Background: an optimization exercise with open tools, aiming at small area and a short achievable clock period. Do not read the settings as production practice. Function was not checked in any run shown here: the RTL went through the layout flow alone.

==> flow/design.v (outline; a module is shown in full before it is edited, if it fits) <==
// module FA: 6 lines
// module HA: 6 lines
// module XN2: 5 lines
// module OR2: 5 lines
// module MX: 5 lines
// module X2: 5 lines
// module LSTM: 1811 lines
module LSTM(clk, Of, En, Ci, Cip, In, Ui, Uf, Uk, Uo, Wi, Wk, Wf, Wo, Vo, Bi, Bo, Bf, Bk, PrevH, Cout, Hout);
  // ...
==> flow/flow/run.sh <==
#!/bin/bash
set -euo pipefail
export BUFFER_PORTS_ARGS="-buffer_cell sky130_fd_sc_hd__buf_1"
bash standard.sh > standard_flow.log 2>&1
==> flow/standard.sh <==
#!/bin/bash
# synth_recipe.tcl (not shown) runs the flow's synth.tcl, then flattens the netlist and writes it again
# the make line also repeats each setting of config.mk as NAME=value (left out here)
make -C /OpenROAD-flow-scripts/flow DESIGN_CONFIG=/design/flow/config.mk WORK_HOME=/design/flow/orfs CLKGATE_MAP_FILE= SYNTH_SCRIPT=/design/flow/synth_recipe.tcl "${@:-finish}"
==> flow/config.mk <==
export PLATFORM = sky130hd
export DESIGN_NAME = LSTM
export DESIGN_NICKNAME = LSTM
export VERILOG_FILES = /design/flow/design.v
export SDC_FILE = /design/flow/constraint.sdc
export NUM_CORES = 4
export LEC_CHECK = 0
export CAP_MARGIN = 20
export CORE_MARGIN = 2
export CORE_UTILIZATION = 40
export CTS_BUF_LIST = sky130_fd_sc_hd__clkbuf_8
export SLEW_MARGIN = 20
export SYNTH_HIERARCHICAL = 1
==> flow/constraint.sdc <==
create_clock -name core_clock -period 45.0 [get_ports {clk}]
set_input_delay 9.0000 -clock core_clock [delete_from_list [all_inputs] [get_ports {clk}]]
set_output_delay 9.0000 -clock core_clock [all_outputs]
set_load 0.01 [all_outputs]
==> metrics.md, run 1 <==
| Metric | Value |
|---|---|
| Simple-gate share of the synthesized area | 0.200 |
| Synth Net Count | between 1,500 and 2,000 |
| Final Instance Count excl. Fillers | approximately 2,000 |
| CP endpoint | Of |
| Outcome | timing/DRC/antenna clean |
| Worst EP required | around 36,000 ps |
| Largest registers | u_r x9, ft_r x8, h_r x8 |
| Netlist cell types | 54 |
| Synth Warn # | 7 |
| Sum Neg Setup Slack | 0 ps |
| Plain + repair buffers | between 100 and 150 |
| Post-synth top area share | 0.554 |
| Final nets | slightly above 2,000 |
| Syn avg cell area | just under 10 um^2 |
| Fin crit share | 0.579 |
| Metal2 WL | about 16,000 um |
| Most common cell after layout, fill and taps aside | nand2_1 |
| Main combinational cell family by area after synthesis | adder cells |
| Slew Viols, Final | 0 |
| CTS Buf Count | 3 |
| Max-cap viol count | 0 |
| Synth Area in Adders | 0.580 |
| Post-CTS Repair Setup Buffers | 0 |
| GR Util met1 | 0.249 |
==> run 2: changes to the inputs <==
--- a/flow/design.v
+++ b/flow/design.v
@@ -1503,341 +1503,316 @@
   wire s942, c942;
   FA fa942(.a(s934), .b(w12), .ci(c941), .s(s942), .co(c942));
   wire s943, c943;
   FA fa943(.a(s935), .b(w13), .ci(c942), .s(s943), .co(c943));
   wire s944, c944;
   FA fa944(.a(s936), .b(w14), .ci(c943), .s(s944), .co(c944));
   wire s945, c945;
   FA fa945(.a(s937), .b(w15), .ci(c944), .s(s945), .co(c945));
-  wire w946 = s938 ^ Bk[7] ^ ~c945;
-  wire w947 = (s938 & Bk[7]) | (s938 & ~c945) | (Bk[7] & ~c945);
-  wire w948 = &{~s931, ~s932, ~s933, ~s934, ~s935, ~s936, ~s937, s938};
-  wire w949 = &Bk;
-  wire w950 = &{~s939, ~s940, ~s941, ~s942, ~s943, ~s944, ~s945};
-  wire w951 = (&{~s940, ~s941, ~s942, ~s943, ~s944, ~s945}) & ~(~s939);
-  wire w952 = c938 | (w922 & w948);
-  wire w953 = s938 ^ Bk[7] ^ 1'b0;
-  wire w954 = s938 & Bk[7];
-  wire w955 = w953 & w950;
-  wire w956 = w953 & w951;
-  wire w957 = w954 | (c938 & w955);
-  wire w958 = w948 ? w949 : (w954 | w955 | (c938 & w956));
-  wire w959 = s938 ^ Bk[7] ^ 1'b1;
-  wire w960 = s938 | Bk[7];
-  wire w961 = w959 & w950;
-  wire w962 = w959 & w951;
-  wire w963 = w960 | (c938 & w961);
-  wire w964 = w948 ? w949 : (w960 | w961 | (c938 & w962));
-  wire m965;
-  MX mx965(.s(~c945), .a(w963), .b(w957), .y(m965));
-  wire m966;
-  MX mx966(.s(~c945), .a(w964), .b(w958), .y(m966));
-  wire w967 = x351 & w921;
-  wire o968;
-  OR2 ok968(.a(~c920), .b(w967), .y(o968));
-  wire m969;
-  MX mx969(.s(o968), .a(m966), .b(m965), .y(m969));
-  wire w970 = w922 ^ w952;
-  wire w971 = w922 & w952;
-  wire s972;
-  XN2 xn972(.a(s939), .b(~w970), .y(s972));
-  wire c972;
-  OR2 or972(.a(s939), .b(~w970), .y(c972));
+  wire s946, c946;
+  FA fa946(.a(~s938), .b(w16), .ci(c945), .s(s946), .co(c946));
+  wire w947 = &{~s931, ~s932, ~s933, ~s934, ~s935, ~s936, ~s937, s938};
+  wire w948 = &{~s939, ~s940, ~s941, ~s942, ~s943, ~s944, ~s945, ~s946};
+  wire w949 = (&{~s940, ~s941, ~s942, ~s943, ~s944, ~s945, ~s946}) & ~(~s939);
+  wire w950 = &Bk;
+  wire w951 = c938 | (w922 & w947);
+  wire w952 = ~c946 | (c938 & w948);
+  wire w953 = w947 ? w950 : (~c946 | w948 | (c938 & w949));
+  wire w954 = x351 & w921;
+  wire o955;
+  OR2 ok955(.a(~c920), .b(w954), .y(o955));
+  wire m956;
+  MX mx956(.s(o955), .a(w953), .b(w952), .y(m956));
+  wire w957 = w922 ^ w951;
+  wire w958 = w922 & w951;
+  wire s959;
+  XN2 xn959(.a(s939), .b(~w957), .y(s959));
+  wire c959;
+  OR2 or959(.a(s939), .b(~w957), .y(c959));
+  wire s960, c960;
+  FA fa960(.a(s940), .b(~w958), .ci(c959), .s(s960), .co(c960));
+  wire s961;
+  XN2 xn961(.a(s941), .b(c960), .y(s961));
+  wire c961;
+  OR2 or961(.a(s941), .b(c960), .y(c961));
+  wire s962;
+  XN2 xn962(.a(s942), .b(c961), .y(s962));
+  wire c962;
+  OR2 or962(.a(s942), .b(c961), .y(c962));
+  wire s963;
+  XN2 xn963(.a(s943), .b(c962), .y(s963));
+  wire c963;
+  OR2 or963(.a(s943), .b(c962), .y(c963));
+  wire s964;
+  XN2 xn964(.a(s944), .b(c963), .y(s964));
+  wire c964;
+  OR2 or964(.a(s944), .b(c963), .y(c964));
+  wire s965;
+  XN2 xn965(.a(s945), .b(c964), .y(s965));
+  wire c965;
+  OR2 or965(.a(s945), .b(c964), .y(c965));
+  wire s966;
+  XN2 xn966(.a(s946), .b(c965), .y(s966));
+  wire s967, c967;
+  HA ha967(.a(s905), .b(s959), .s(s967), .co(c967));
+  wire s968, c968;
+  FA fa968(.a(s906), .b(s960), .ci(c967), .s(s968), .co(c968));
+  wire s969, c969;
+  FA fa969(.a(s907), .b(s961), .ci(c968), .s(s969), .co(c969));
+  wire s970, c970;
+  FA fa970(.a(s908), .b(s962), .ci(c969), .s(s970), .co(c970));
+  wire s971, c971;
+  FA fa971(.a(s909), .b(s963), .ci(c970), .s(s971), .co(c971));
+  wire s972, c972;
+  FA fa972(.a(s910), .b(s964), .ci(c971), .s(s972), .co(c972));
   wire s973, c973;
-  FA fa973(.a(s940), .b(~w971), .ci(c972), .s(s973), .co(c973));
-  wire s974;
-  XN2 xn974(.a(s941), .b(c973), .y(s974));
-  wire c974;
-  OR2 or974(.a(s941), .b(c973), .y(c974));
-  wire s975;
-  XN2 xn975(.a(s942), .b(c974), .y(s975));
-  wire c975;
-  OR2 or975(.a(s942), .b(c974), .y(c975));
-  wire s976;
-  XN2 xn976(.a(s943), .b(c975), .y(s976));
-  wire c976;
-  OR2 or976(.a(s943), .b(c975), .y(c976));
-  wire s977;
-  XN2 xn977(.a(s944), .b(c976), .y(s977));
-  wire c977;
-  OR2 or977(.a(s944), .b(c976), .y(c977));
-  wire s978;
-  XN2 xn978(.a(s945), .b(c977), .y(s978));
-  wire c978;
-  OR2 or978(.a(s945), .b(c977), .y(c978));
-  wire s979 = w946 ^ ~c978;
+  FA fa973(.a(s911), .b(s965), .ci(c972), .s(s973), .co(c973));
+  wire s974, c974;
+  FA fa974(.a(s912), .b(s966), .ci(c973), .s(s974), .co(c974));
+  wire [8:0] u_d = {c974, s974, s973, s972, s971, s970, s969, s968, s967};
+  wire [7:0] ft_d = {s930, s929, s928, s927, s926, s925, s924, s923};
+  wire s975, c975;
+  HA ha975(.a(ft_r[0]), .b(Ci[0]), .s(s975), .co(c975));
+  wire s976, c976;
+  FA fa976(.a(ft_r[1]), .b(Ci[1]), .ci(c975), .s(s976), .co(c976));
+  wire s977, c977;
+  FA fa977(.a(ft_r[2]), .b(Ci[2]), .ci(c976), .s(s977), .co(c977));
+  wire s978, c978;
+  FA fa978(.a(ft_r[3]), .b(Ci[3]), .ci(c977), .s(s978), .co(c978));
+  wire s979, c979;
+  FA fa979(.a(ft_r[4]), .b(Ci[4]), .ci(c978), .s(s979), .co(c979));
   wire s980, c980;
-  HA ha980(.a(s905), .b(s972), .s(s980), .co(c980));
+  FA fa980(.a(ft_r[5]), .b(Ci[5]), .ci(c979), .s(s980), .co(c980));
   wire s981, c981;
-  FA fa981(.a(s906), .b(s973), .ci(c980), .s(s981), .co(c981));
+  FA fa981(.a(ft_r[6]), .b(Ci[6]), .ci(c980), .s(s981), .co(c981));
   wire s982, c982;
-  FA fa982(.a(s907), .b(s974), .ci(c981), .s(s982), .co(c982));
+  FA fa982(.a(ft_r[7]), .b(Ci[7]), .ci(c981), .s(s982), .co(c982));
   wire s983, c983;
-  FA fa983(.a(s908), .b(s975), .ci(c982), .s(s983), .co(c983));
+  HA ha983(.a(u_r[0]), .b(s975), .s(s983), .co(c983));
   wire s984, c984;
-  FA fa984(.a(s909), .b(s976), .ci(c983), .s(s984), .co(c984));
+  FA fa984(.a(u_r[1]), .b(s976), .ci(c983), .s(s984), .co(c984));
   wire s985, c985;
-  FA fa985(.a(s910), .b(s977), .ci(c984), .s(s985), .co(c985));
+  FA fa985(.a(u_r[2]), .b(s977), .ci(c984), .s(s985), .co(c985));
   wire s986, c986;
-  FA fa986(.a(s911), .b(s978), .ci(c985), .s(s986), .co(c986));
+  FA fa986(.a(u_r[3]), .b(s978), .ci(c985), .s(s986), .co(c986));
   wire s987, c987;
-  FA fa987(.a(s912), .b(~s979), .ci(c986), .s(s987), .co(c987));
-  wire [8:0] u_d = {c987, s987, s986, s985, s984, s983, s982, s981, s980};
-  wire [7:0] ft_d = {s930, s929, s928, s927, s926, s925, s924, s923};
+  FA fa987(.a(u_r[4]), .b(s979), .ci(c986), .s(s987), .co(c987));
   wire s988, c988;
-  HA ha988(.a(ft_r[0]), .b(Ci[0]), .s(s988), .co(c988));
+  FA fa988(.a(u_r[5]), .b(s980), .ci(c987), .s(s988), .co(c988));
   wire s989, c989;
-  FA fa989(.a(ft_r[1]), .b(Ci[1]), .ci(c988), .s(s989), .co(c989));
+  FA fa989(.a(u_r[6]), .b(s981), .ci(c988), .s(s989), .co(c989));
   wire s990, c990;
-  FA fa990(.a(ft_r[2]), .b(Ci[2]), .ci(c989), .s(s990), .co(c990));
+  FA fa990(.a(u_r[7]), .b(s982), .ci(c989), .s(s990), .co(c990));
   wire s991, c991;
-  FA fa991(.a(ft_r[3]), .b(Ci[3]), .ci(c990), .s(s991), .co(c991));
-  wire s992, c992;
-  FA fa992(.a(ft_r[4]), .b(Ci[4]), .ci(c991), .s(s992), .co(c992));
-  wire s993, c993;
-  FA fa993(.a(ft_r[5]), .b(Ci[5]), .ci(c992), .s(s993), .co(c993));
-  wire s994, c994;
-  FA fa994(.a(ft_r[6]), .b(Ci[6]), .ci(c993), .s(s994), .co(c994));
-  wire s995, c995;
-  FA fa995(.a(ft_r[7]), .b(Ci[7]), .ci(c994), .s(s995), .co(c995));
-  wire s996, c996;
-  HA ha996(.a(u_r[0]), .b(s988), .s(s996), .co(c996));
-  wire s997, c997;
-  FA fa997(.a(u_r[1]), .b(s989), .ci(c996), .s(s997), .co(c997));
-  wire s998, c998;
-  FA fa998(.a(u_r[2]), .b(s990), .ci(c997), .s(s998), .co(c998));
-  wire s999, c999;
-  FA fa999(.a(u_r[3]), .b(s991), .ci(c998), .s(s999), .co(c999));
-  wire s1000, c1000;
-  FA fa1000(.a(u_r[4]), .b(s992), .ci(c999), .s(s1000), .co(c1000));
-  wire s1001, c1001;
-  FA fa1001(.a(u_r[5]), .b(s993), .ci(c1000), .s(s1001), .co(c1001));
-  wire s1002, c1002;
-  FA fa1002(.a(u_r[6]), .b(s994), .ci(c1001), .s(s1002), .co(c1002));
-  wire s1003, c1003;
-  FA fa1003(.a(u_r[7]), .b(s995), .ci(c1002), .s(s1003), .co(c1003));
-  wire s1004, c1004;
-  FA fa1004(.a(u_r[8]), .b(c995), .ci(c1003), .s(s1004), .co(c1004));
-  wire [9:0] P1004 = {c1004, s1004, s1003, s1002, s1001, s1000, s999, s998, s997, s996};
-  wire w1005 = &{u_r[0], u_r[1], u_r[2], u_r[3], u_r[4], u_r[5], u_r[6], u_r[7]};
-  wire w1006 = &{s988, s989, s990, s991, s992, s993, s994, s995};
-  wire w1007 = u_r[8] | (0 & w1005);
-  wire w1008 = c995 | (w1007 & w1006);
-  wire w1009 = ((w1007 & w1008) ? ({1'b0, P1004} + 11'd0 >= 11'd766) : ((w1007 | w1008) ? ({1'b0, P1004} + 11'd0 >= 11'd511) : ({1'b0, P1004} + 11'd0 >= 11'd256)));
-  wire w1010 = 0 ^ w1007 ^ w1008;
-  wire w1011 = (0 & w1007) | (0 & w1008) | (w1007 & w1008);
-  wire w1012 = u_r[8] | (1 & w1005);
-  wire w1013 = c995 | (w1012 & w1006);
-  wire w1014 = ((w1012 & w1013) ? ({1'b0, P1004} + 11'd1 >= 11'd766) : ((w1012 | w1013) ? ({1'b0, P1004} + 11'd1 >= 11'd511) : ({1'b0, P1004} + 11'd1 >= 11'd256)));
-  wire w1015 = 1 ^ w1012 ^ w1013;
-  wire w1016 = (1 & w1012) | (1 & w1013) | (w1012 & w1013);
-  wire w1017 = m969 ? w1014 : w1009;
+  FA fa991(.a(u_r[8]), .b(c982), .ci(c990), .s(s991), .co(c991));
+  wire [9:0] P991 = {c991, s991, s990, s989, s988, s987, s986, s985, s984, s983};
+  wire w992 = &{u_r[0], u_r[1], u_r[2], u_r[3], u_r[4], u_r[5], u_r[6], u_r[7]};
+  wire w993 = &{s975, s976, s977, s978, s979, s980, s981, s982};
+  wire w994 = u_r[8] | (0 & w992);
+  wire w995 = c982 | (w994 & w993);
+  wire w996 = ((w994 & w995) ? ({1'b0, P991} + 11'd0 >= 11'd766) : ((w994 | w995) ? ({1'b0, P991} + 11'd0 >= 11'd511) : ({1'b0, P991} + 11'd0 >= 11'd256)));
+  wire w997 = 0 ^ w994 ^ w995;
+  wire w998 = (0 & w994) | (0 & w995) | (w994 & w995);
+  wire w999 = u_r[8] | (1 & w992);
+  wire w1000 = c982 | (w999 & w993);
+  wire w1001 = ((w999 & w1000) ? ({1'b0, P991} + 11'd1 >= 11'd766) : ((w999 | w1000) ? ({1'b0, P991} + 11'd1 >= 11'd511) : ({1'b0, P991} + 11'd1 >= 11'd256)));
+  wire w1002 = 1 ^ w999 ^ w1000;
+  wire w1003 = (1 & w999) | (1 & w1000) | (w999 & w1000);
+  wire w1004 = m956 ? w1001 : w996;
+  wire s1005, c1005;
+  HA ha1005(.a(s983), .b(w997), .s(s1005), .co(c1005));
+  wire s1006, c1006;
+  FA fa1006(.a(s984), .b(w998), .ci(c1005), .s(s1006), .co(c1006));
+  wire s1007, c1007;
+  HA ha1007(.a(s985), .b(c1006), .s(s1007), .co(c1007));
+  wire s1008, c1008;
+  HA ha1008(.a(s986), .b(c1007), .s(s1008), .co(c1008));
+  wire s1009, c1009;
+  HA ha1009(.a(s987), .b(c1008), .s(s1009), .co(c1009));
+  wire s1010, c1010;
+  HA ha1010(.a(s988), .b(c1009), .s(s1010), .co(c1010));
+  wire s1011, c1011;
+  HA ha1011(.a(s989), .b(c1010), .s(s1011), .co(c1011));
+  wire s1012 = s990 ^ c1011;
+  wire s1013, c1013;
+  HA ha1013(.a(s983), .b(w1002), .s(s1013), .co(c1013));
+  wire s1014, c1014;
+  FA fa1014(.a(s984), .b(w1003), .ci(c1013), .s(s1014), .co(c1014));
+  wire s1015, c1015;
+  HA ha1015(.a(s985), .b(c1014), .s(s1015), .co(c1015));
+  wire s1016, c1016;
+  HA ha1016(.a(s986), .b(c1015), .s(s1016), .co(c1016));
+  wire s1017, c1017;
+  HA ha1017(.a(s987), .b(c1016), .s(s1017), .co(c1017));
   wire s1018, c1018;
-  HA ha1018(.a(s996), .b(w1010), .s(s1018), .co(c1018));
+  HA ha1018(.a(s988), .b(c1017), .s(s1018), .co(c1018));
   wire s1019, c1019;
-  FA fa1019(.a(s997), .b(w1011), .ci(c1018), .s(s1019), .co(c1019));
-  wire s1020, c1020;
-  HA ha1020(.a(s998), .b(c1019), .s(s1020), .co(c1020));
-  wire s1021, c1021;
-  HA ha1021(.a(s999), .b(c1020), .s(s1021), .co(c1021));
-  wire s1022, c1022;
-  HA ha1022(.a(s1000), .b(c1021), .s(s1022), .co(c1022));
-  wire s1023, c1023;
-  HA ha1023(.a(s1001), .b(c1022), .s(s1023), .co(c1023));
-  wire s1024, c1024;
-  HA ha1024(.a(s1002), .b(c1023), .s(s1024), .co(c1024));
-  wire s1025 = s1003 ^ c1024;
-  wire s1026, c1026;
-  HA ha1026(.a(s996), .b(w1015), .s(s1026), .co(c1026));
-  wire s1027, c1027;
-  FA fa1027(.a(s997), .b(w1016), .ci(c1026), .s(s1027), .co(c1027));
-  wire s1028, c1028;
-  HA ha1028(.a(s998), .b(c1027), .s(s1028), .co(c1028));
-  wire s1029, c1029;
-  HA ha1029(.a(s999), .b(c1028), .s(s1029), .co(c1029));
+  HA ha1019(.a(s989), .b(c1018), .s(s1019), .co(c1019));
+  wire s1020 = s990 ^ c1019;
+  wire m1021;
+  MX mx1021(.s(m956), .a(s1013), .b(s1005), .y(m1021));
+  wire m1022;
+  MX mx1022(.s(m956), .a(s1014), .b(s1006), .y(m1022));
+  wire m1023;
+  MX mx1023(.s(m956), .a(s1015), .b(s1007), .y(m1023));
+  wire m1024;
+  MX mx1024(.s(m956), .a(s1016), .b(s1008), .y(m1024));
+  wire m1025;
+  MX mx1025(.s(m956), .a(s1017), .b(s1009), .y(m1025));
+  wire m1026;
+  MX mx1026(.s(m956), .a(s1018), .b(s1010), .y(m1026));
+  wire m1027;
+  MX mx1027(.s(m956), .a(s1019), .b(s1011), .y(m1027));
+  wire m1028;
+  MX mx1028(.s(m956), .a(s1020), .b(s1012), .y(m1028));
+  wire [7:0] cout_w = {m1028, m1027, m1026, m1025, m1024, m1023, m1022, m1021};
+  wire s1029;
+  XN2 xn1029(.a(s670), .b(s779), .y(s1029));
+  wire c1029;
+  OR2 or1029(.a(s670), .b(s779), .y(c1029));
   wire s1030, c1030;
-  HA ha1030(.a(s1000), .b(c1029), .s(s1030), .co(c1030));
+  FA fa1030(.a(s671), .b(s780), .ci(c1029), .s(s1030), .co(c1030));
   wire s1031, c1031;
-  HA ha1031(.a(s1001), .b(c1030), .s(s1031), .co(c1031));
+  FA fa1031(.a(s672), .b(s781), .ci(c1030), .s(s1031), .co(c1031));
   wire s1032, c1032;
-  HA ha1032(.a(s1002), .b(c1031), .s(s1032), .co(c1032));
-  wire s1033 = s1003 ^ c1032;
-  wire m1034;
-  MX mx1034(.s(m969), .a(s1026), .b(s1018), .y(m1034));
-  wire m1035;
-  MX mx1035(.s(m969), .a(s1027), .b(s1019), .y(m1035));
-  wire m1036;
-  MX mx1036(.s(m969), .a(s1028), .b(s1020), .y(m1036));
-  wire m1037;
-  MX mx1037(.s(m969), .a(s1029), .b(s1021), .y(m1037));
-  wire m1038;
-  MX mx1038(.s(m969), .a(s1030), .b(s1022), .y(m1038));
-  wire m1039;
-  MX mx1039(.s(m969), .a(s1031), .b(s1023), .y(m1039));
-  wire m1040;
-  MX mx1040(.s(m969), .a(s1032), .b(s1024), .y(m1040));
-  wire m1041;
-  MX mx1041(.s(m969), .a(s1033), .b(s1025), .y(m1041));
-  wire [7:0] cout_w = {m1041, m1040, m1039, m1038, m1037, m1036, m1035, m1034};
-  wire s1042;
-  XN2 xn1042(.a(s670), .b(s779), .y(s1042));
-  wire c1042;
-  OR2 or1042(.a(s670), .b(s779), .y(c1042));
+  FA fa1032(.a(s673), .b(s782), .ci(c1031), .s(s1032), .co(c1032));
+  wire s1033, c1033;
+  FA fa1033(.a(s674), .b(s783), .ci(c1032), .s(s1033), .co(c1033));
+  wire s1034, c1034;
+  FA fa1034(.a(s675), .b(s784), .ci(c1033), .s(s1034), .co(c1034));
+  wire s1035, c1035;
+  FA fa1035(.a(s676), .b(s785), .ci(c1034), .s(s1035), .co(c1035));
+  wire s1036, c1036;
+  FA fa1036(.a(x678), .b(x787), .ci(~c1035), .s(s1036), .co(c1036));
+  wire s1037;
+  XN2 xn1037(.a(s888), .b(w17), .y(s1037));
+  wire c1037;
+  OR2 or1037(.a(s888), .b(w17), .y(c1037));
+  wire s1038, c1038;
+  FA fa1038(.a(s889), .b(w18), .ci(c1037), .s(s1038), .co(c1038));
+  wire s1039, c1039;
+  FA fa1039(.a(s890), .b(w19), .ci(c1038), .s(s1039), .co(c1039));
+  wire s1040, c1040;
+  FA fa1040(.a(s891), .b(w20), .ci(c1039), .s(s1040), .co(c1040));
+  wire s1041, c1041;
+  FA fa1041(.a(s892), .b(w21), .ci(c1040), .s(s1041), .co(c1041));
+  wire s1042, c1042;
+  FA fa1042(.a(s893), .b(w22), .ci(c1041), .s(s1042), .co(c1042));
   wire s1043, c1043;
-  FA fa1043(.a(s671), .b(s780), .ci(c1042), .s(s1043), .co(c1043));
+  FA fa1043(.a(s894), .b(w23), .ci(c1042), .s(s1043), .co(c1043));
   wire s1044, c1044;
-  FA fa1044(.a(s672), .b(s781), .ci(c1043), .s(s1044), .co(c1044));
-  wire s1045, c1045;
-  FA fa1045(.a(s673), .b(s782), .ci(c1044), .s(s1045), .co(c1045));
+  FA fa1044(.a(~x896), .b(w24), .ci(c1043), .s(s1044), .co(c1044));
+  wire s1045;
+  XN2 xn1045(.a(s1029), .b(s1037), .y(s1045));
+  wire c1045;
+  OR2 or1045(.a(s1029), .b(s1037), .y(c1045));
   wire s1046, c1046;
-  FA fa1046(.a(s674), .b(s783), .ci(c1045), .s(s1046), .co(c1046));
+  FA fa1046(.a(s1030), .b(s1038), .ci(c1045), .s(s1046), .co(c1046));
   wire s1047, c1047;
-  FA fa1047(.a(s675), .b(s784), .ci(c1046), .s(s1047), .co(c1047));
+  FA fa1047(.a(s1031), .b(s1039), .ci(c1046), .s(s1047), .co(c1047));
   wire s1048, c1048;
-  FA fa1048(.a(s676), .b(s785), .ci(c1047), .s(s1048), .co(c1048));
+  FA fa1048(.a(s1032), .b(s1040), .ci(c1047), .s(s1048), .co(c1048));
   wire s1049, c1049;
-  FA fa1049(.a(x678), .b(x787), .ci(~c1048), .s(s1049), .co(c1049));
-  wire s1050;
-  XN2 xn1050(.a(s888), .b(w17), .y(s1050));
-  wire c1050;
-  OR2 or1050(.a(s888), .b(w17), .y(c1050));
+  FA fa1049(.a(s1033), .b(s1041), .ci(c1048), .s(s1049), .co(c1049));
+  wire s1050, c1050;
+  FA fa1050(.a(s1034), .b(s1042), .ci(c1049), .s(s1050), .co(c1050));
   wire s1051, c1051;
-  FA fa1051(.a(s889), .b(w18), .ci(c1050), .s(s1051), .co(c1051));
-  wire s1052, c1052;
-  FA fa1052(.a(s890), .b(w19), .ci(c1051), .s(s1052), .co(c1052));
-  wire s1053, c1053;
-  FA fa1053(.a(s891), .b(w20), .ci(c1052), .s(s1053), .co(c1053));
-  wire s1054, c1054;
-  FA fa1054(.a(s892), .b(w21), .ci(c1053), .s(s1054), .co(c1054));
-  wire s1055, c1055;
-  FA fa1055(.a(s893), .b(w22), .ci(c1054), .s(s1055), .co(c1055));
-  wire s1056, c1056;
-  FA fa1056(.a(s894), .b(w23), .ci(c1055), .s(s1056), .co(c1056));
-  wire s1057, c1057;
-  FA fa1057(.a(~x896), .b(w24), .ci(c1056), .s(s1057), .co(c1057));
-  wire s1058;
-  XN2 xn1058(.a(s1042), .b(s1050), .y(s1058));
-  wire c1058;
-  OR2 or1058(.a(s1042), .b(s1050), .y(c1058));
-  wire s1059, c1059;
-  FA fa1059(.a(s1043), .b(s1051), .ci(c1058), .s(s1059), .co(c1059));
-  wire s1060, c1060;
-  FA fa1060(.a(s1044), .b(s1052), .ci(c1059), .s(s1060), .co(c1060));
-  wire s1061, c1061;
-  FA fa1061(.a(s1045), .b(s1053), .ci(c1060), .s(s1061), .co(c1061));
-  wire s1062, c1062;
-  FA fa1062(.a(s1046), .b(s1054), .ci(c1061), .s(s1062), .co(c1062));
-  wire s1063, c1063;
-  FA fa1063(.a(s1047), .b(s1055), .ci(c1062), .s(s1063), .co(c1063));
-  wire s1064, c1064;
-  FA fa1064(.a(s1048), .b(s1056), .ci(c1063), .s(s1064), .co(c1064));
-  wire w1065 = s1049 ^ ~s1057 ^ ~c1064;
-  wire k1066 = s670 & s779;
-  wire k1067 = (s671 & s780) | (s671 & k1066) | (s780 & k1066);
-  wire k1068 = (s672 & s781) | (s672 & k1067) | (s781 & k1067);
-  wire k1069 = (s673 & s782) | (s673 & k1068) | (s782 & k1068);
-  wire k1070 = (s674 & s783) | (s674 & k1069) | (s783 & k1069);
-  wire k1071 = (s675 & s784) | (s675 & k1070) | (s784 & k1070);
-  wire k1072 = (s676 & s785) | (s676 & k1071) | (s785 & k1071);
-  wire k1073 = (x678 & x787) | (x678 & ~k1072) | (x787 & ~k1072);
-  wire k1074 = s888 & w17;
-  wire k1075 = (s889 & w18) | (s889 & k1074) | (w18 & k1074);
-  wire k1076 = (s890 & w19) | (s890 & k1075) | (w19 & k1075);
-  wire k1077 = (s891 & w20) | (s891 & k1076) | (w20 & k1076);
-  wire k1078 = (s892 & w21) | (s892 & k1077) | (w21 & k1077);
-  wire k1079 = (s893 & w22) | (s893 & k1078) | (w22 & k1078);
-  wire k1080 = (s894 & w23) | (s894 & k1079) | (w23 & k1079);
-  wire k1081 = (x896 & ~w24) | (x896 & ~k1080) | (~w24 & ~k1080);
-  wire w1082 = &{~s1058, ~s1059, ~s1060, ~s1061, ~s1062, ~s1063, ~s1064};
-  wire w1083 = &{~s1059, ~s1060, ~s1061, ~s1062, ~s1063, ~s1064};
-  wire w1084 = (&{~s1060, ~s1061, ~s1062, ~s1063, ~s1064}) & (~s1059 | ~s1058);
-  wire w1085 = c1049 ? k1081 : ~c1057;
-  wire w1086 = ~c1049 & ~w1085;
-  wire w1087 = c1049 ^ w1085;
-  wire w1088 = ~(c1049 & w1085);
-  wire w1089 = s1049 ^ ~s1057 ^ 1'b0;
-  wire w1090 = (s1049 & ~s1057) | (s1049 & 1'b0) | (~s1057 & 1'b0);
-  wire w1091 = c1049 ^ ~c1057 ^ w1090;
-  wire w1092 = (c1049 & ~c1057) | (c1049 & w1090) | (~c1057 & w1090);
-  wire w1093 = w1088 | (w1089 & w1083);
-  wire w1094 = w1086 | (w1087 & w1089 & w1082);
-  wire w1095 = w1091 ? (w1092 | w1094) : (w1092 ? w1093 : 1'b0);
-  wire w1096 = s1049 ^ ~s1057 ^ 1'b1;
-  wire w1097 = (s1049 & ~s1057) | (s1049 & 1'b1) | (~s1057 & 1'b1);
-  wire w1098 = c1049 ^ ~c1057 ^ w1097;
-  wire w1099 = (c1049 & ~c1057) | (c1049 & w1097) | (~c1057 & w1097);
-  wire w1100 = w1088 | (w1096 & w1083);
-  wire w1101 = w1086 | (w1087 & w1096 & w1082);
-  wire w1102 = w1098 ? (w1099 | w1101) : (w1099 ? w1100 : 1'b0);
-  wire m1103;
-  MX mx1103(.s(~c1064), .a(w1102), .b(w1095), .y(m1103));
-  wire w1104 = 0 ^ c1049 ^ w1085;
-  wire w1105 = (0 & c1049) | (0 & w1085) | (c1049 & w1085);
-  wire w1106 = k1073 ? k1081 : ~c1057;
-  wire w1107 = ~k1073 & ~w1106;
-  wire w1108 = k1073 ^ w1106;
-  wire w1109 = ~(k1073 & w1106);
-  wire w1110 = s1049 ^ ~s1057 ^ 1'b0;
-  wire w1111 = (s1049 & ~s1057) | (s1049 & 1'b0) | (~s1057 & 1'b0);
-  wire w1112 = c1049 ^ ~c1057 ^ w1111;
-  wire w1113 = (c1049 & ~c1057) | (c1049 & w1111) | (~c1057 & w1111);
-  wire w1114 = w1109 | (w1110 & w1084);
-  wire w1115 = w1107 | (w1108 & w1110 & w1083);
-  wire w1116 = w1107 & w1110 & w1082;
-  wire w1117 = w1112 ? (w1113 | w1115) : (w1113 ? w1114 : w1116);
-  wire w1118 = s1049 ^ ~s1057 ^ 1'b1;
-  wire w1119 = (s1049 & ~s1057) | (s1049 & 1'b1) | (~s1057 & 1'b1);
-  wire w1120 = c1049 ^ ~c1057 ^ w1119;
-  wire w1121 = (c1049 & ~c1057) | (c1049 & w1119) | (~c1057 & w1119);
-  wire w1122 = w1109 | (w1118 & w1084);
-  wire w1123 = w1107 | (w1108 & w1118 & w1083);
-  wire w1124 = w1107 & w1118 & w1082;
-  wire w1125 = w1120 ? (w1121 | w1123) : (w1121 ? w1122 : w1124);
-  wire m1126;
-  MX mx1126(.s(~c1064), .a(w1125), .b(w1117), .y(m1126));
-  wire w1127 = 1 ^ k1073 ^ w1106;
-  wire w1128 = (1 & k1073) | (1 & w1106) | (k1073 & w1106);
-  wire m1129;
-  MX mx1129(.s(w1009), .a(m1126), .b(m1103), .y(m1129));
-  wire m1130;
-  MX mx1130(.s(w1014), .a(m1126), .b(m1103), .y(m1130));
-  wire m1131;
-  MX mx1131(.s(m969), .a(m1130), .b(m1129), .y(m1131));
-  wire w1132 = w1017 ? w1127 : w1104;
-  wire w1133 = w1017 ? w1128 : w1105;
-  wire s1134;
-  XN2 xn1134(.a(s1058), .b(~w1132), .y(s1134));
-  wire c1134;
-  OR2 or1134(.a(s1058), .b(~w1132), .y(c1134));
-  wire s1135, c1135;
-  FA fa1135(.a(s1059), .b(~w1133), .ci(c1134), .s(s1135), .co(c1135));
-  wire s1136;
-  XN2 xn1136(.a(s1060), .b(c1135), .y(s1136));
-  wire c1136;
-  OR2 or1136(.a(s1060), .b(c1135), .y(c1136));
-  wire s1137;
-  XN2 xn1137(.a(s1061), .b(c1136), .y(s1137));
-  wire c1137;
-  OR2 or1137(.a(s1061), .b(c1136), .y(c1137));
-  wire s1138;
-  XN2 xn1138(.a(s1062), .b(c1137), .y(s1138));
-  wire c1138;
-  OR2 or1138(.a(s1062), .b(c1137), .y(c1138));
-  wire s1139;
-  XN2 xn1139(.a(s1063), .b(c1138), .y(s1139));
-  wire c1139;
-  OR2 or1139(.a(s1063), .b(c1138), .y(c1139));
-  wire s1140;
-  XN2 xn1140(.a(s1064), .b(c1139), .y(s1140));
-  wire c1140;
-  OR2 or1140(.a(s1064), .b(c1139), .y(c1140));
-  wire s1141 = w1065 ^ ~c1140;
-  wire [7:0] h_d = {~s1141, s1140, s1139, s1138, s1137, s1136, s1135, s1134};
+  FA fa1051(.a(s1035), .b(s1043), .ci(c1050), .s(s1051), .co(c1051));
+  wire w1052 = s1036 ^ ~s1044 ^ ~c1051;
+  wire w1053 = &{~s1029, ~s1030, ~s1031, ~s1032, ~s1033, ~s1034, ~s1035, s1036};
+  wire w1054 = &{~s1037, ~s1038, ~s1039, ~s1040, ~s1041, ~s1042, ~s1043, ~s1044};
+  wire w1055 = &{~s1045, ~s1046, ~s1047, ~s1048, ~s1049, ~s1050, ~s1051};
+  wire w1056 = &{~s1046, ~s1047, ~s1048, ~s1049, ~s1050, ~s1051};
+  wire w1057 = (&{~s1047, ~s1048, ~s1049, ~s1050, ~s1051}) & (~s1046 | ~s1045);
+  wire w1058 = c1036 | (0 & w1053);
+  wire w1059 = ~c1044 | (w1058 & w1054);
+  wire w1060 = ~w1058 & ~w1059;
+  wire w1061 = w1058 ^ w1059;
+  wire w1062 = ~(w1058 & w1059);
+  wire w1063 = s1036 ^ ~s1044 ^ 1'b0;
+  wire w1064 = (s1036 & ~s1044) | (s1036 & 1'b0) | (~s1044 & 1'b0);
+  wire w1065 = c1036 ^ ~c1044 ^ w1064;
+  wire w1066 = (c1036 & ~c1044) | (c1036 & w1064) | (~c1044 & w1064);
+  wire w1067 = w1062 | (w1063 & w1056);
+  wire w1068 = w1060 | (w1061 & w1063 & w1055);
+  wire w1069 = w1065 ? (w1066 | w1068) : (w1066 ? w1067 : 1'b0);
+  wire w1070 = s1036 ^ ~s1044 ^ 1'b1;
+  wire w1071 = (s1036 & ~s1044) | (s1036 & 1'b1) | (~s1044 & 1'b1);
+  wire w1072 = c1036 ^ ~c1044 ^ w1071;
+  wire w1073 = (c1036 & ~c1044) | (c1036 & w1071) | (~c1044 & w1071);
+  wire w1074 = w1062 | (w1070 & w1056);
+  wire w1075 = w1060 | (w1061 & w1070 & w1055);
+  wire w1076 = w1072 ? (w1073 | w1075) : (w1073 ? w1074 : 1'b0);
+  wire m1077;
+  MX mx1077(.s(~c1051), .a(w1076), .b(w1069), .y(m1077));
+  wire w1078 = 0 ^ w1058 ^ w1059;
+  wire w1079 = (0 & w1058) | (0 & w1059) | (w1058 & w1059);
+  wire w1080 = c1036 | (1 & w1053);
+  wire w1081 = ~c1044 | (w1080 & w1054);
+  wire w1082 = ~w1080 & ~w1081;
+  wire w1083 = w1080 ^ w1081;
+  wire w1084 = ~(w1080 & w1081);
+  wire w1085 = s1036 ^ ~s1044 ^ 1'b0;
+  wire w1086 = (s1036 & ~s1044) | (s1036 & 1'b0) | (~s1044 & 1'b0);
+  wire w1087 = c1036 ^ ~c1044 ^ w1086;
+  wire w1088 = (c1036 & ~c1044) | (c1036 & w1086) | (~c1044 & w1086);
+  wire w1089 = w1084 | (w1085 & w1057);
+  wire w1090 = w1082 | (w1083 & w1085 & w1056);
+  wire w1091 = w1082 & w1085 & w1055;
+  wire w1092 = w1087 ? (w1088 | w1090) : (w1088 ? w1089 : w1091);
+  wire w1093 = s1036 ^ ~s1044 ^ 1'b1;
+  wire w1094 = (s1036 & ~s1044) | (s1036 & 1'b1) | (~s1044 & 1'b1);
+  wire w1095 = c1036 ^ ~c1044 ^ w1094;
+  wire w1096 = (c1036 & ~c1044) | (c1036 & w1094) | (~c1044 & w1094);
+  wire w1097 = w1084 | (w1093 & w1057);
+  wire w1098 = w1082 | (w1083 & w1093 & w1056);
+  wire w1099 = w1082 & w1093 & w1055;
+  wire w1100 = w1095 ? (w1096 | w1098) : (w1096 ? w1097 : w1099);
+  wire m1101;
+  MX mx1101(.s(~c1051), .a(w1100), .b(w1092), .y(m1101));
+  wire w1102 = 1 ^ w1080 ^ w1081;
+  wire w1103 = (1 & w1080) | (1 & w1081) | (w1080 & w1081);
+  wire m1104;
+  MX mx1104(.s(w996), .a(m1101), .b(m1077), .y(m1104));
+  wire m1105;
+  MX mx1105(.s(w1001), .a(m1101), .b(m1077), .y(m1105));
+  wire m1106;
+  MX mx1106(.s(m956), .a(m1105), .b(m1104), .y(m1106));
+  wire w1107 = w1004 ? w1102 : w1078;
+  wire w1108 = w1004 ? w1103 : w1079;
+  wire s1109;
+  XN2 xn1109(.a(s1045), .b(~w1107), .y(s1109));
+  wire c1109;
+  OR2 or1109(.a(s1045), .b(~w1107), .y(c1109));
+  wire s1110, c1110;
+  FA fa1110(.a(s1046), .b(~w1108), .ci(c1109), .s(s1110), .co(c1110));
+  wire s1111;
+  XN2 xn1111(.a(s1047), .b(c1110), .y(s1111));
+  wire c1111;
+  OR2 or1111(.a(s1047), .b(c1110), .y(c1111));
+  wire s1112;
+  XN2 xn1112(.a(s1048), .b(c1111), .y(s1112));
+  wire c1112;
+  OR2 or1112(.a(s1048), .b(c1111), .y(c1112));
+  wire s1113;
+  XN2 xn1113(.a(s1049), .b(c1112), .y(s1113));
+  wire c1113;
+  OR2 or1113(.a(s1049), .b(c1112), .y(c1113));
+  wire s1114;
+  XN2 xn1114(.a(s1050), .b(c1113), .y(s1114));
+  wire c1114;
+  OR2 or1114(.a(s1050), .b(c1113), .y(c1114));
+  wire s1115;
+  XN2 xn1115(.a(s1051), .b(c1114), .y(s1115));
+  wire c1115;
+  OR2 or1115(.a(s1051), .b(c1114), .y(c1115));
+  wire s1116 = w1052 ^ ~c1115;
+  wire [7:0] h_d = {~s1116, s1115, s1114, s1113, s1112, s1111, s1110, s1109};
   always @(posedge clk) begin
     u_r  <= En ? u_d  : 9'd0;
     ft_r <= En ? ft_d : 8'd0;
     h_r  <= En ? h_d  : 8'd0;
   end
   assign Hout = h_r;
   assign Cout = cout_w;
-  assign Of = m1131;
+  assign Of = m1106;
 endmodule
==> metrics.md, run 2 <==
| Metric | Value |
|---|---|
| Fin crit share | 0.576 (was 0.579) |
| Num ports | 148 (unchanged) |
| Fmax | 38.6 MHz (was 38.4 MHz) |
| CTS clk-pin slew, worst paths | 110 ps (was 90 ps) |
| Post-synth top area share | 0.565 (was 0.554) |
| # DRC | 0 (unchanged) |
| Die height | 189 um (was 191 um) |
| Post-CTS sizing | 0 (unchanged) |
| P&R area growth vs syn | 6.42% (was 6.45%) |
| 1st-iter DRT viols | 486 (was 480) |
| Final nets | 2,033 (was 2,065) |
| CORE AREA | 33,700 um^2 (was 34,500 um^2) |
| Clk buf depth | 2 (unchanged) |
| Share of post-route cells with drive strength above 1 | 0.0276 (was 0.0343) |
| Crit end category | primary output (unchanged) |
| Sum Neg Setup Slack | 0 ps (unchanged) |
| Core Util, Final | 0.434 (was 0.432) |
| Global Route Usage Sum | 0.189 (was 0.188) |
| Biggest register | u_r (unchanged) |
| CP Launch Point | Ci[1] (was In[1]) |
| Port bufs | 131 (unchanged) |
| Synth top cells by count | nand2_1, fa_1, xnor2_1 (unchanged) |
| Post-CTS Hold Buffers | 0 (unchanged) |
| Hold path depth | 7 (was 6) |
| R2R depth | 26 (unchanged) |
| First-pass GRT wire length | 54,400 um (was 55,000 um) |
| First-pass DRT Iterations | 5 (was 7) |
| Top FF cell, synth | dfxtp_1 (unchanged) |
| CP arrival | 16,930 ps (was 17,060 ps) |
| Top cell type by total area after synthesis | fa_1 (unchanged) |
| Outcome | timing/DRC/antenna clean (unchanged) |
| Ys async rst share | 0 (unchanged) |
| Synth Warn # | 7 (unchanged) |
| Final HPWL DP | 26,900 um (was 27,500 um) |
| Routed Antenna Nets | 0 (unchanged) |
| DP Area | 14,600 um^2 (was 14,800 um^2) |
| Syn avg cell area | 9.70 um^2 (was 9.65 um^2) |
| WS Path Type | in -> out (unchanged) |
| Skew final | 18.4 ps (was 6.95 ps) |
| RR Startpoint | ft_r[0] (unchanged) |
| Max FFs per register | 9 (unchanged) |
| Post-synth EDFFs | 0 (unchanged) |
| CTS sink count | 25 (unchanged) |
| Synthesized cell area | 13,700 um^2 (was 14,000 um^2) |
| Worst slew margin | 0.357 (was 0.433) |
| Tmin final | 25,930 ps (was 26,060 ps) |
| Synth Net Count | 1,965 (was 1,996) |
| Worst EP required | 36,000 ps (about the same) |
| Row cnt | 67 (was 68) |
| Routability cong. | 0.914 (was 0.838) |
| Chip width | 189 um (was 191 um) |
| Clk root buf | clkbuf_8 (unchanged) |
| Synth top area cells | fa_1, nand2_1, xnor2_1 (unchanged) |
| Worst Tran Pin Value | 964 ps (was 850 ps) |
| Initial core utilization | 0.408 (was 0.406) |
| CP max FO | 9 (was 32) |
| Largest registers | u_r x9, ft_r x8, h_r x8 (unchanged) |
| CTS Buf Count | 3 (unchanged) |
| Sequential Area | 500 um^2 (unchanged) |
| Die area | 35,800 um^2 (was 36,500 um^2) |
| FF+latch count, synth | 25 (unchanged) |
| Most frequent cell after synthesis | nand2_1 (unchanged) |
| Setup Viol. Count Final | 0 (unchanged) |
| DR vias | 9,869 (was 10,100) |
| Slew Viols, Final | 0 (unchanged) |
| Max-cap viol count | 0 (unchanged) |
| Final Instance Area | 14,600 um^2 (was 14,900 um^2) |
| Startpoint class of the critical path | primary input (unchanged) |
| Wire per inst | 16.5 um (was 16.2 um) |
| Routed vias/inst | 5.11 (was 5.09) |
| Worst-Skew Late Latency | 290 ps (was 270 ps) |
| Netlist cell types | 48 (was 54) |
| Most frequent cells in the layout | nand2_1, fa_1, buf_1 (unchanged) |
| Mapped Cells | 1,416 (was 1,449) |
| Multi-input gate area | 12,700 um^2 (was 12,900 um^2) |
| Largest net degree at the start of global routing | 33 (unchanged) |
| Vias in the first global route | 11,000 (was 11,200) |
| Sequential area share after synthesis | 0.0364 (was 0.0358) |
| Post-CTS Repair Setup Buffers | 0 (unchanged) |
| Slowest CP cell | fa_1 (was or4_4) |
| HP Start | u_r[8] (unchanged) |
| TritonCTS clock tree | built (unchanged) |
| Unrepaired setup endpoints after global routing | false (unchanged) |
| Min-delay worst type | reg -> reg (unchanged) |
| Most used cell, CP | fa_1 (unchanged) |
| Filler cells | 3,315 (was 3,397) |
| CP max stage delay | 520 ps (was 580 ps) |
| Most common cell after layout, fill and taps aside | nand2_1 (unchanged) |
| Initial antenna violation count | 2 (was 4) |
| Hold Vio Cnt, Final | 0 (unchanged) |
| Final WL | 31,900 um (was 32,100 um) |
| GRT Residual Overflow | 0 (unchanged) |
| H-Tree Depth | 1 (unchanged) |
## run 2: Yosys stat by module (local to each module, per instance)
module  copies in the design  flops+latches  area (um^2)  cells inside
FA                       386              0         20.0             1
XN2                       67              0         8.76             1
MX                        14              0         15.0             1
LSTM                       1             25         4390           836
OR2                       90              0         6.26             1
X2                         8              0         8.76             1
HA                        15              0         12.5             1
## run 2: layer usage
layer	up-vias	global-route usage	wire length (um)	part of all wire
li1	4407	-	-	-
met1	5151	0.253	13700	0.43
met2	283	0.332	15900	0.50
met3	28	0.0248	1990	0.062
met4	0	0.0310	424	0.013
met5	-	0	0	0
## run 2: worst paths after layout
path	endpoint	slack (ps)
min	h_r[0]	1400
max reg2reg	h_r[7]	36690
min reg2reg	h_r[0]	1400
max	Of	19070
## run 2: layout make-up
cell class,instances,area share
antenna,2,0.000342
timing repair buffer,147,0.0419
tap,448,0.0383
inverter,64,0.0164
sequential,25,0.0342
multi-input combinational,1243,0.865
clock buffer,3,0.00282
clock inverter,1,0.000599
## run 2: worst max-delay path, delay by kind of cell
family	cells	cell delay (ps)
and+or+nand+nor	6	990
muxes	3	830
buffers and inverters	2	490
adders and majority gates	12	5110
AOI/OAI and AO/OA	3	520
## run 2: logic make-up (layout without fill, tap and decap cells)
kind of cell,Yosys count,count (layout),share of synthesized area
XOR/XNOR,137,137,0.0873
multiplexers,17,17,0.0175
other,0,2,0
AND/OR/NAND/NOR,633,633,0.204
adder cells (fa/ha/maj),418,418,0.593
AO/OA/AOI/OAI,38,38,0.0193
flip-flops,25,25,0.0364
buffers and inverters,148,215,0.0426
## run 2: metrics by stage
stage                     setup slack [ps]  cells  hold slack (ps)
after floorplan                      19620   1416             1270
after global placement               19150   1927             1410
after detailed placement             19000   1927             1420
after CTS                            19020   1931             1420
after global routing                 18600   1932             1570
final                                19070   1933             1400

afterwards: timing with drivers on the ports:
In the flow no input, the clock included, has a driving cell. The finished layouts below were timed again as built, in two steps. Step 1: set_driving_cell puts a clkbuf_16 on clk and a buf_2 on each other input, an assumption about the parent block. Step 2 adds t to the input delays and takes it off the output delays; t is the mean of the earliest and latest rising clock arrival at the registers after step 1. Input paths then give back, and output paths get back, about the clock's delay inside the block. a / b / c = no drivers / after step 1 / after step 2; a / b = the first two.
run | t (ns) | setup slack, ns | hold slack, ns | pins driven straight from the clock port
run 1 | 0.293 | 18.935 / 18.912 / 18.912 | 1.513 / 1.513 / 1.513 | 1
run 2 | 0.311 | 19.071 / 19.048 / 19.048 | 1.405 / 1.405 / 1.405 | 1
After both steps setup and hold are still met in every run listed.
